From an optimization exercise on the open Yosys and OpenROAD flow, aimed at small area; shortcuts taken in it are not production practice. The RTL was checked by simulation tests, not by an equivalence proof against the original design. The flow treats the clock pin as an ideal source, which a real chip does not have. Power figures rest on the tool's default switching activity, not on a simulated workload.

==> design/flow/design.v <==
module prbs_gen (
  input  [15:0] word,
  output [15:0] next_word,
  output        state_zero,
  output [15:0] seed_word
);
  localparam REMAINDER_SIZE = 11;
  localparam [REMAINDER_SIZE:0] CRC_POLYNOMIAL = 'b1010_0000_0001;
  function [15:0] data_of;
    input [REMAINDER_SIZE-1:0] poly_ip;
    reg [REMAINDER_SIZE:0] nCRC;
    integer i;
    begin
      nCRC = {poly_ip, ^(CRC_POLYNOMIAL & {poly_ip, 1'b0})};
      for (i = 1; i < 16; i = i + 1) begin
        data_of[i-1] = nCRC[0];
        nCRC = {nCRC, ^(CRC_POLYNOMIAL & {nCRC[REMAINDER_SIZE-1:0], 1'b0})};
      end
      data_of[15] = nCRC[0];
    end
  endfunction
  wire [31:0] s;
  assign s[4:0]  = 5'b0;
  assign s[16:5] = word[15:4];
  genvar n;
  generate
    for (n = 17; n < 32; n = n + 1) begin : g_seq
      assign s[n] = s[n-11] ^ s[n-9];
    end
  endgenerate
  assign next_word = s[31:16];
  assign state_zero = ~|word[14:4];
  assign seed_word  = data_of(11'b111_1111_1110);
endmodule
`timescale 1ns / 1ps
module pulse_synchronizer(
    input clk,
    input in,
    output outb
    );
logic [1:0] ff_delay;
    always_ff @(posedge clk or posedge in)
      if (in) ff_delay <= 2'b00;
      else ff_delay <= {ff_delay[0],~in};    
assign outb = ff_delay[1];
endmodule
module timer (
    input  wire        clk,
    input  wire        resetb,
    input  wire        enable,
    input  wire        reset_timer,
    output wire        timer_expires,
    output wire        zero,           
    output wire [16:0] digits          
    );
  localparam [2:0] PH_ZERO = 3'd0;
  localparam [2:0] PH_DEC  = 3'd2;
  reg [2:0]  ph;
  reg        h;
  reg [3:0]  t, u, d1, d0;
  wire dec  = (ph == PH_DEC);
  assign zero = (ph == PH_ZERO);
  wire z0 = (d0 == 4'd0);
  wire z1 = (d1 == 4'd0);
  wire z2 = (u == 4'd0);
  wire z3 = (t == 4'd0);
  wire hi_zero = ~h & z3 & z2 & z1;
  wire finished = ~zero & hi_zero & (d0 == {3'b000, dec});
  assign timer_expires = ~zero & hi_zero & z0;
  wire run = enable & ~finished;
  reg [2:0] ph_next;
  always @* begin
    case (ph)
      3'd7: ph_next = 3'd6;
      3'd6: ph_next = 3'd4;
      3'd4: ph_next = 3'd5;
      3'd5: ph_next = 3'd1;
      3'd1: ph_next = 3'd3;
      3'd3: ph_next = PH_DEC;    
      default: ph_next = 3'd6;
    endcase
    if (!run) ph_next = (zero | dec) ? 3'd7 : ph;
    if (reset_timer) ph_next = PH_ZERO;
  end
  always @(posedge clk or negedge resetb)
    if (!resetb) ph <= PH_ZERO;
    else ph <= ph_next;
  wire e0 = dec;
  wire e1 = e0 & z0;
  wire e2 = e1 & z1;
  wire e3 = e2 & z2;
  wire e4 = e3 & z3;
  always @(posedge clk) begin
    d0 <= zero ? 4'd0 : e0 ? bcd_dec(d0) : d0;
    d1 <= zero ? 4'd0 : e1 ? bcd_dec(d1) : d1;
    u  <= zero ? 4'd0 : e2 ? bcd_dec(u)  : u;
    t  <= zero ? 4'd8 : e3 ? bcd_dec(t)  : t;
    h  <= zero | (h & ~e4);
  end
  assign digits = {h, t, u, d1, d0};
  function [3:0] bcd_dec;
    input [3:0] b;
    bcd_dec = {b[3] ? b[0] : ~(b[2] | b[1] | b[0]),
               (b[2] & (b[1] | b[0])) | (b[3] & ~b[0]),
               b[0] ? b[1] : (~b[1] & (b[2] | b[3])),
               ~b[0]};
  endfunction
endmodule
module gameLogic(
    input             clk,
    input             resetb,
    input             first,         
    input             start,
    input             confirmSel,
    input      [15:0] switches,
    output            timer_enable,
    input             timer_expires,
    output            reset_timer,
    output     [3:0]  correctCode,
    output     [3:0]  correctLoc,
    output reg        gameStart
    );
 localparam [2:0] PRE0 = 3'd0, PRE1 = 3'd1, RUN1 = 3'd4, RUN = 3'd5, CHK = 3'd6, DONE = 3'd2;
 reg [2:0]  state;
 reg [15:0] breakcode;
 reg [4:0]  pend, cnt;
 assign correctCode = to_thermo(cnt[4:2]);
 assign correctLoc  = to_thermo({cnt[4] & cnt[2], cnt[1:0]});
 assign reset_timer  = (state == RUN1);
 assign timer_enable = state[2];
 wire pregame = (state == PRE0) | (state == PRE1);
 wire [15:0] next_word;
 wire [15:0] seed_word;
 wire        state_zero;
 prbs_gen i_prbs_gen (.word(breakcode), .next_word(next_word), .state_zero(state_zero),
                      .seed_word(seed_word));
 reg [3:0] loc, found;
 integer i, j;
 always @* begin
   for (j = 0; j < 4; j = j + 1) begin
     loc[j] = (switches[4*j +: 4] == breakcode[4*j +: 4]);
     found[j] = 1'b0;
     for (i = 0; i < 4; i = i + 1)
       found[j] = found[j] | (switches[4*i +: 4] == breakcode[4*j +: 4]);
   end
 end
 wire [2:0] na = count4(found);
 wire [2:0] nb = count4(loc);
 always @(posedge clk) pend <= {na[2:1], na[0] | nb[2], nb[1:0]};
 wire check = (state == CHK) & ~timer_expires;
 always @(posedge clk or negedge resetb)
   if (!resetb) begin
     cnt <= 5'd0;
     gameStart   <= 1'b0;
     state       <= PRE0;
     breakcode   <= 16'h0000;
   end else begin
     if (pregame & ~start & confirmSel) breakcode <= switches;
     else if ((state == PRE0) & ~start)
       breakcode <= (state_zero & ~first) ? seed_word : next_word;
     if (check) cnt <= pend;
     if (check) gameStart <= 1'b1;
     else if (start & (pregame | (state == DONE))) gameStart <= 1'b0;
     case (state)
       PRE0, PRE1:
         if (start) state <= RUN1;
         else if (confirmSel) state <= PRE1;
       RUN1, RUN:
         if (timer_expires) state <= DONE;
         else if (confirmSel) state <= CHK;
         else state <= RUN;
       CHK:
         if (timer_expires | (pend[4] & pend[2])) state <= DONE;
         else state <= RUN;
       DONE:
         if (start) state <= RUN1;
       default: state <= PRE0;
     endcase
   end
 function [2:0] count4;
   input [3:0] v;
   count4 = {&v, (^v[1:0] & ^v[3:2]) | (&v[1:0] ^ &v[3:2]), ^v};
 endfunction
 function [3:0] to_thermo;
   input [2:0] c;
   to_thermo = {c[2], c[2] | (c[1] & c[0]), c[2] | c[1], |c};
 endfunction
endmodule
module colorLEDDriver(
    input  clk,
    input  resetb,
    input  startgame,
    input  breakcode,
    output reg green,
    output reg red,
    output     blue
    );
    reg [2:0] pulse_cnt;
    wire last = pulse_cnt[2] & ~pulse_cnt[1] & ~pulse_cnt[0];
    assign blue = 1'b0;
    always @(posedge clk or negedge resetb)
      if (!resetb) begin
        pulse_cnt <= 3'b000;
        green <= 1'b0;
        red   <= 1'b0;
      end else if (startgame) begin
        pulse_cnt <= {pulse_cnt[1:0], ~(pulse_cnt[2] ^ pulse_cnt[1])};
        if (last) begin
          green <= breakcode & ~green;
          red   <= ~breakcode & ~red;
        end
      end
endmodule
module eightSegmentLEDdriver (
  input  wire        clk,
  input  wire        resetb,
  input  wire        zero,
  input  wire [16:0] digits,    
  output wire [7:0]  AN,
  output wire [7:0]  COUT
);
    reg [3:0] change_position_cnt;
    reg [2:0] digit_cnt;
    wire last = change_position_cnt[3] & ~change_position_cnt[1] & ~change_position_cnt[0];
    always @(posedge clk or negedge resetb)
      if (!resetb) begin
        change_position_cnt <= 4'b0000;
        digit_cnt <= 3'b000;
      end else begin
        change_position_cnt <= {change_position_cnt[2:0],
                                ~(change_position_cnt[3] ^ change_position_cnt[2] ^ change_position_cnt[0])};
        digit_cnt <= digit_cnt ^ {last & digit_cnt[1] & digit_cnt[0], last & digit_cnt[0], last};
      end
    wire [7:0] sel;
    genvar k;
    generate
      for (k = 0; k < 8; k = k + 1) begin : g_sel
        assign sel[k] = (digit_cnt == k);
      end
    endgenerate
    assign AN = ~sel;
    wire [3:0] s = sel[3:0] & {4{~zero}};
    wire [3:0] v;
    assign v[3:1] = ({3{s[0]}} & digits[3:1])  | ({3{s[1]}} & digits[7:5]) |
                    ({3{s[2]}} & digits[11:9]) | ({3{s[3]}} & digits[15:13]);
    assign v[0]   = (s[0] & digits[0])  | (s[1] & digits[4]) | (s[2] & digits[8]) |
                    (s[3] & digits[12]) | (sel[4] & ~zero & digits[16]);
    wire sa = ~v[1] & (v[2] ? ~v[0] : (v[0] & ~v[3]));
    wire sb = v[2] & (v[1] ^ v[0]);
    wire sc = ~v[2] & v[1] & ~v[0];
    wire sd = v[2] ? ~(v[1] ^ v[0]) : (~v[1] & v[0]);
    wire se = v[0] | (v[2] & ~v[1]);
    wire sf = (~v[2] & ~v[3] & (v[1] | v[0])) | (v[1] & v[0]);
    wire sg = (~v[3] & ~v[2] & ~v[1]) | (v[2] & v[1] & v[0]);
    assign COUT = {sa, sb, sc, sd, se, sf, sg, ~sel[2]};
endmodule
`timescale 1ns / 1ps
module breakthecode(
    input clk,
    input reset,
    input confirm,
    input start,
    input [15:0] switches,
    output [3:0] A,
    output [3:0] B,
    output [7:0] AN,
    output [7:0] CN,
    output red,
    output blue,
    output green
    );
wire [16:0] digits;
wire timer_expires;
wire timer_enable;
wire reset_timer;
wire zero;
wire reset_b;
wire confirm_b;
wire start_b;
wire gameStart;
pulse_synchronizer isync_reset   (.clk(clk), .in(reset), .outb (reset_b));
pulse_synchronizer isync_confirm (.clk(clk), .in(confirm), .outb (confirm_b));
pulse_synchronizer isync_start   (.clk(clk), .in(start), .outb (start_b));
timer i_timer (
    .clk           (clk),
    .resetb        (reset_b),
    .enable        (timer_enable),
    .reset_timer   (reset_timer),
    .timer_expires (timer_expires),
    .zero          (zero),
    .digits        (digits)
);
gameLogic i_gameLogic (
     .clk           (clk),
     .resetb        (reset_b),
     .first         (zero),
     .start         (~start_b),
     .confirmSel    (~confirm_b),
     .switches      (switches),
     .timer_enable  (timer_enable),
     .timer_expires (timer_expires),
     .reset_timer   (reset_timer),
     .correctCode   (A),
     .correctLoc    (B),
     .gameStart     (gameStart)
);
eightSegmentLEDdriver i_LEDDriver (
    .clk    (clk),
    .resetb (reset_b),
    .zero   (zero),
    .digits (digits),
    .AN     (AN),
    .COUT   (CN)
);
colorLEDDriver i_colorLEDDriver (
    .clk       (clk),
    .resetb    (reset_b),
    .startgame (gameStart),
    .breakcode (B[3]),
    .green     (green),
    .red       (red),
    .blue      (blue)
);
endmodule
==> design/flow/flow/run.sh <==
#!/bin/bash
# The standard layout (standard.sh) with three changes:
# - synthesis maps with flow/abc_speed.script, ORFS's own ABC script with
#   pin permutation and delay relaxation in &nf, an extra &dc2 after each
#   &synch2, and without the buffering and upsizing at its end (the design
#   has several ns of slack);
# - ports get the smallest buffer, sky130_fd_sc_hd__buf_1;
# - the clock tree uses clkbuf_4 and no dummy loads, and flow/post_cts.tcl
#   upsizes the clkbuf_4 that drive many flip-flops to clkbuf_8.
set -euo pipefail
here=$(pwd)
cp -r "$FLOW_HOME/scripts" "$here/orfs_scripts"
cp "$here/flow/abc_speed.script" "$here/orfs_scripts/abc_speed.script"
SCRIPTS_DIR="$here/orfs_scripts" bash standard.sh synth > synth.log 2>&1
export BUFFER_PORTS_ARGS="-buffer_cell sky130_fd_sc_hd__buf_1"
export CTS_ARGS="-sink_clustering_enable -repair_clock_nets -buf_list sky130_fd_sc_hd__clkbuf_4 -dont_use_dummy_load"
export POST_CTS_TCL="$here/flow/post_cts.tcl"
bash standard.sh > layout.log 2>&1
==> design/flow/flow/abc_speed.script <==
&get -n
&st
&dch
&nf -R 1000 -p
&st
&syn2
&if -g -K 6
&synch2
&dc2
&nf -R 1000 -p
&st
&syn2
&if -g -K 6
&synch2
&dc2
&nf -R 1000 -p
&st
&syn2
&if -g -K 6
&synch2
&dc2
&nf -R 1000 -p
&st
&syn2
&if -g -K 6
&synch2
&dc2
&nf -R 1000 -p
&st
&syn2
&if -g -K 6
&synch2
&dc2
&nf -R 1000 -p
&put
==> design/flow/flow/post_cts.tcl <==
# Sourced by ORFS at the end of CTS (POST_CTS_TCL): the clock tree is built of
# clkbuf_4; a clkbuf_4 that drives more than 10 clock pins becomes a clkbuf_8,
# so that the clock slew at every flip-flop stays well below the limit.
set block [ord::get_db_block]
set resized 0
foreach inst [$block getInsts] {
  if {[[$inst getMaster] getName] != "sky130_fd_sc_hd__clkbuf_4"} { continue }
  foreach iterm [$inst getITerms] {
    if {![$iterm isOutputSignal]} { continue }
    set net [$iterm getNet]
    if {$net == "NULL"} { continue }
    if {[llength [$net getITerms]] > 11} {
      puts "post_cts: [$inst getName] drives [expr {[llength [$net getITerms]] - 1}] pins, now clkbuf_8"
      replace_cell [$inst getName] sky130_fd_sc_hd__clkbuf_8
      incr resized
    }
  }
}
if {$resized > 0} {
  detailed_placement
  check_placement -verbose
  estimate_parasitics -placement
}
==> design/flow/standard.sh <==
#!/bin/bash
# synth_recipe.tcl (not shown) runs the flow's synth.tcl, then flattens the netlist and writes it again
# the make line also repeats each setting of config.mk as NAME=value (left out here)
make -C /OpenROAD-flow-scripts/flow DESIGN_CONFIG=/design/flow/config.mk WORK_HOME=/design/flow/orfs CLKGATE_MAP_FILE= SYNTH_SCRIPT=/design/flow/synth_recipe.tcl "${@:-finish}"
==> design/flow/config.mk <==
export PLATFORM = sky130hd
export DESIGN_NAME = breakthecode
export DESIGN_NICKNAME = breakthecode
export VERILOG_FILES = /design/flow/design.v
export SDC_FILE = /design/flow/constraint.sdc
export NUM_CORES = 4
export LEC_CHECK = 0
export CAP_MARGIN = 20
export CORE_MARGIN = 2
export CORE_UTILIZATION = 40
export SLEW_MARGIN = 20
==> design/flow/constraint.sdc <==
create_clock -name core_clock -period 10.0 [get_ports {clk}]
set_input_delay 2.0000 -clock core_clock [delete_from_list [all_inputs] [get_ports {clk}]]
set_output_delay 2.0000 -clock core_clock [all_outputs]
set_load 0.01 [all_outputs]
==> summary.txt <==
## power groups by stage
| stage | combinational (mW) | clock (mW) | sequential (mW) |
|---|---|---|---|
| after floorplan | 0.426 | 0 | 0.485 |
| after global placement | 0.501 | 0 | 0.528 |
| after detailed placement | 0.516 | 0 | 0.530 |
| after global routing | 0.595 | 0.156 | 0.542 |
| final | 0.516 | 0.136 | 0.526 |
## area by class of cell
| type | count | area share |
|---|---|---|
| Sequential cell | 68 | 0.372 |
| Clock buffer | 9 | 0.0172 |
| Inverter | 16 | 0.0140 |
| Multi-Input combinational cell | 313 | 0.515 |
| Timing Repair Buffer | 47 | 0.0430 |
| Tap cell | 133 | 0.0389 |
## logic make-up after synthesis
| family | synth area share |
|---|---|
| xor gates and xnor gates | 0.187 |
| other | 0.000954 |
| DFF | 0.405 |
| buffers and inverters | 0.0363 |
| adders and majority gates | 0.0446 |
| AOI/OAI and AO/OA | 0.135 |
| and+or+nand+nor | 0.159 |
| muxes | 0.0315 |
## placed cells by master, fill, tap and decap left out, types with 4 or more instances in the layout
cell      count
xnor2_1      63
dfrtp_1      46
buf_1        45
nor2_1       27
o21ai_0      22
dfxtp_1      22
nand2_1      21
xor2_1       21
a21oi_1      20
clkinv_1     16
a22oi_1      15
ha_1         14
nor4_1       10
nor3_1       10
nand2b_1      9
nand3_1       8
nand4_1       8
clkbuf_4      8
or2_0         7
mux2_1        7
or3_1         6
a21o_1        5
a41oi_1       4
## stage by stage
step	instances	cell area [sq um]
after global routing	586	4280
after global placement	577	4210
after floorplan	408	3930
after detailed placement	577	4210
final	586	4280
## registers in the layout, indices dropped and copies added, names as in the netlist, 4 cells and up
signal / flops
i_timer.d0: 4
i_gameLogic.pend: 5
i_timer.d1: 4
i_timer.t: 4
i_gameLogic.breakcode: 16
i_LEDDriver.change_position_cnt: 4
i_gameLogic.cnt: 5
i_timer.u: 4
## how the worst max path moves through the flow
| stage | cells past startpoint | slack (ns) | startpoint | end |
|---|---|---|---|---|
| floorplan | 8 | 5.38 | i_timer.ph[1]$_DFFE_PN0P_ | CN[4] |
| global route | 8 | 4.86 | i_LEDDriver.digit_cnt[0]$_DFF_PN0_ | CN[4] |
| detailed placement | 8 | 5.64 | i_LEDDriver.digit_cnt[0]$_DFF_PN0_ | CN[4] |
| global placement | 8 | 5.78 | i_LEDDriver.digit_cnt[0]$_DFF_PN0_ | CN[4] |
| finish | 8 | 5.17 | i_LEDDriver.digit_cnt[0]$_DFF_PN0_ | CN[4] |
## critical path, stage by stage, from the launching register on
cell      delay, ns
dfrtp_1        0.60
clkinv_1       0.23
and3_1         0.25
a221oi_1       0.43
nor2_1         0.18
ha_1           0.30
and3_1         0.16
a21oi_1        0.14
buf_1          0.16
## routing by layer
layer	wire length, um	part of all wire
met2	3920	0.45
met5	0	0
met4	117	0.013
met1	4300	0.49
met3	460	0.052
==> out/results.tsv <==
stage	metric	value	unit
status	outcome	finished clean	
global_routing	met3_usage	0.0434	
pwr	total_power	1.18	mW
setup_path	crit-reg2reg-launch	i_timer.ph[2]$_DFFE_PN0P_	
yosys	ys.flop_type	dfrtp_1	
floorplanning	start_util	0.408	
finish	multi_input_area	2200	sq um
setup_path	end_kind	primary output	
yosys	synth_top_area_frac	0.293	
pwr	p_clk_frac	0.115	
drt	vias	3085	
finish	seq_area	1590	sq um
pwr	p_seq_frac	0.447	
clocking	clk_latency	0.41	ns
yosys	yosys_warnings	5	
global_routing	grt-busiest-layer	met2	
drt	drt_first_pass_iters	4	
setup_path	reg2reg_slack	7.38	ns
yosys	async_reset_ff_frac	0.676	
drt	drc	0	
global_routing	gr-total-overflow	0	
yosys	synth-edff-count	0	
global_routing	first_global_vias	2934	
setup_path	r2r_end	i_timer.t[1]$_SDFFE_PP0P_	
timing	relSlewSlack	0.303	
drt	first_iter_violations	127	
drt	wl_per_cell	15.0	um
flow_run	max_cap_violations	0	
yosys	syn_nets	442	
finish	nFillCells	976	
floorplanning	die_area	10600	sq um
timing	worstMarginPinSlew	1.04	ns
clocking	clk_pin_slew	0.11	ns
timing	slew_violations	0	
global_routing	grt_pass1_wl	14800	um
pwr	switching_share	0.427	
global_routing	grtUsageMet1	0.255	
floorplanning	die_height	103	um
timing	timing.fmax	0.207	GHz
yosys	synthCells	408	
timing	min_period	4.83	ns
finish	syn_to_final_growth	8.95	%
finish	drive_above_1_share	0.0331	
worst_hold_path	hold_class	reg -> async	
finish	diodes	0	
global_routing	antenna_found_initial	0	
global_routing	gr-usage-all-layers	0.179	
timing	worst_slack	5.17	ns
yosys	netlist_top_cells_area	dfrtp_1 29%, xnor2_1 14%, dfxtp_1 11%	
pwr	pwr-share-comb	0.438	
finish	finish.utilization	0.444	
global_routing	use_met2	0.272	
yosys	yosysMostFrequentCell	xnor2_1	
timing	rsz0062_at_grt	false	
place	dp_hpwl	6410	um
timing	fin_worst_skew	0.0308	ns
finish	finalNetCount	489	
yosys	syn_area_per_cell	9.63	sq um
yosys	ys_top_cells_by_count	63 x xnor2_1, 46 x dfrtp_1, 27 x nor2_1, 22 x dfxtp_1, 22 x o21ai_0	
floorplanning	num_rows	36	
drt	routed_wl	8790	um
timing	finalHoldViolCount	0	
floorplanning	dieWidth	103	um
clocking	cts_tree	yes	
timing	period_share	0.483	
yosys	syn_area	3930	sq um
setup_path	rr_worst_depth	8	
place	globalplace.congestion	0.875	
yosys	yosys.area.top_type	dfrtp_1	
pwr	leakagePower	1.65	nW
global_routing	grt_max_degree	41	
pwr	internal_power	0.676	mW
timing	holdWs	0.315	ns
timing	setup_viol	0	
setup_path	path_max_fanout	13	
place	post-place-ws	5.64	ns
place	io_buffers	45	
yosys	synth_cell_types	40	
setup_path	crit_type	reg -> out	
setup_path	critPathArrivalTime	2.83	ns
yosys	ys_seq_area_frac	0.405	
clocking	clock_sinks	68	
floorplanning	pin_count	47	
pwr	powerDensity	275	nW/um^2
pwr	p_switching	0.503	mW
yosys	ys_ff_latch	68	
drt	via_per_inst	5.26	
setup_path	required	8.00	ns
pwr	worst_ir_drop_vdd	0.000156	V
floorplanning	core	9640	sq um
timing	setup_tns	0	ns
drt	drtAntennaViolNets	0	
setup_path	start_kind	flip-flop	

-- port drivers added, routing unchanged --
No port has a modelled driver above. Below, the same layout with a new extraction and two added sets of constraints. Step 1 assumes that a clkbuf_16 drives the clock port and a buf_2 every other input. Step 2 moves the port delays by t, midway between the first and last clock arrival at a register: inputs arrive t later, outputs are due t later. That takes back most of the time a late clock gives input paths. a / b / c = no drivers / after step 1 / after step 2; a / b = the first two.
t (ns): 0.421
setup slack, ns: 5.167 / 5.140 / 5.562
slew at the worst register clock pin (ns): 0.11 / 0.11
After both steps setup and hold are still met in this run. For this run, drivers alone change the setup slack by -0.027 ns; drivers and shift together by +0.395 ns.
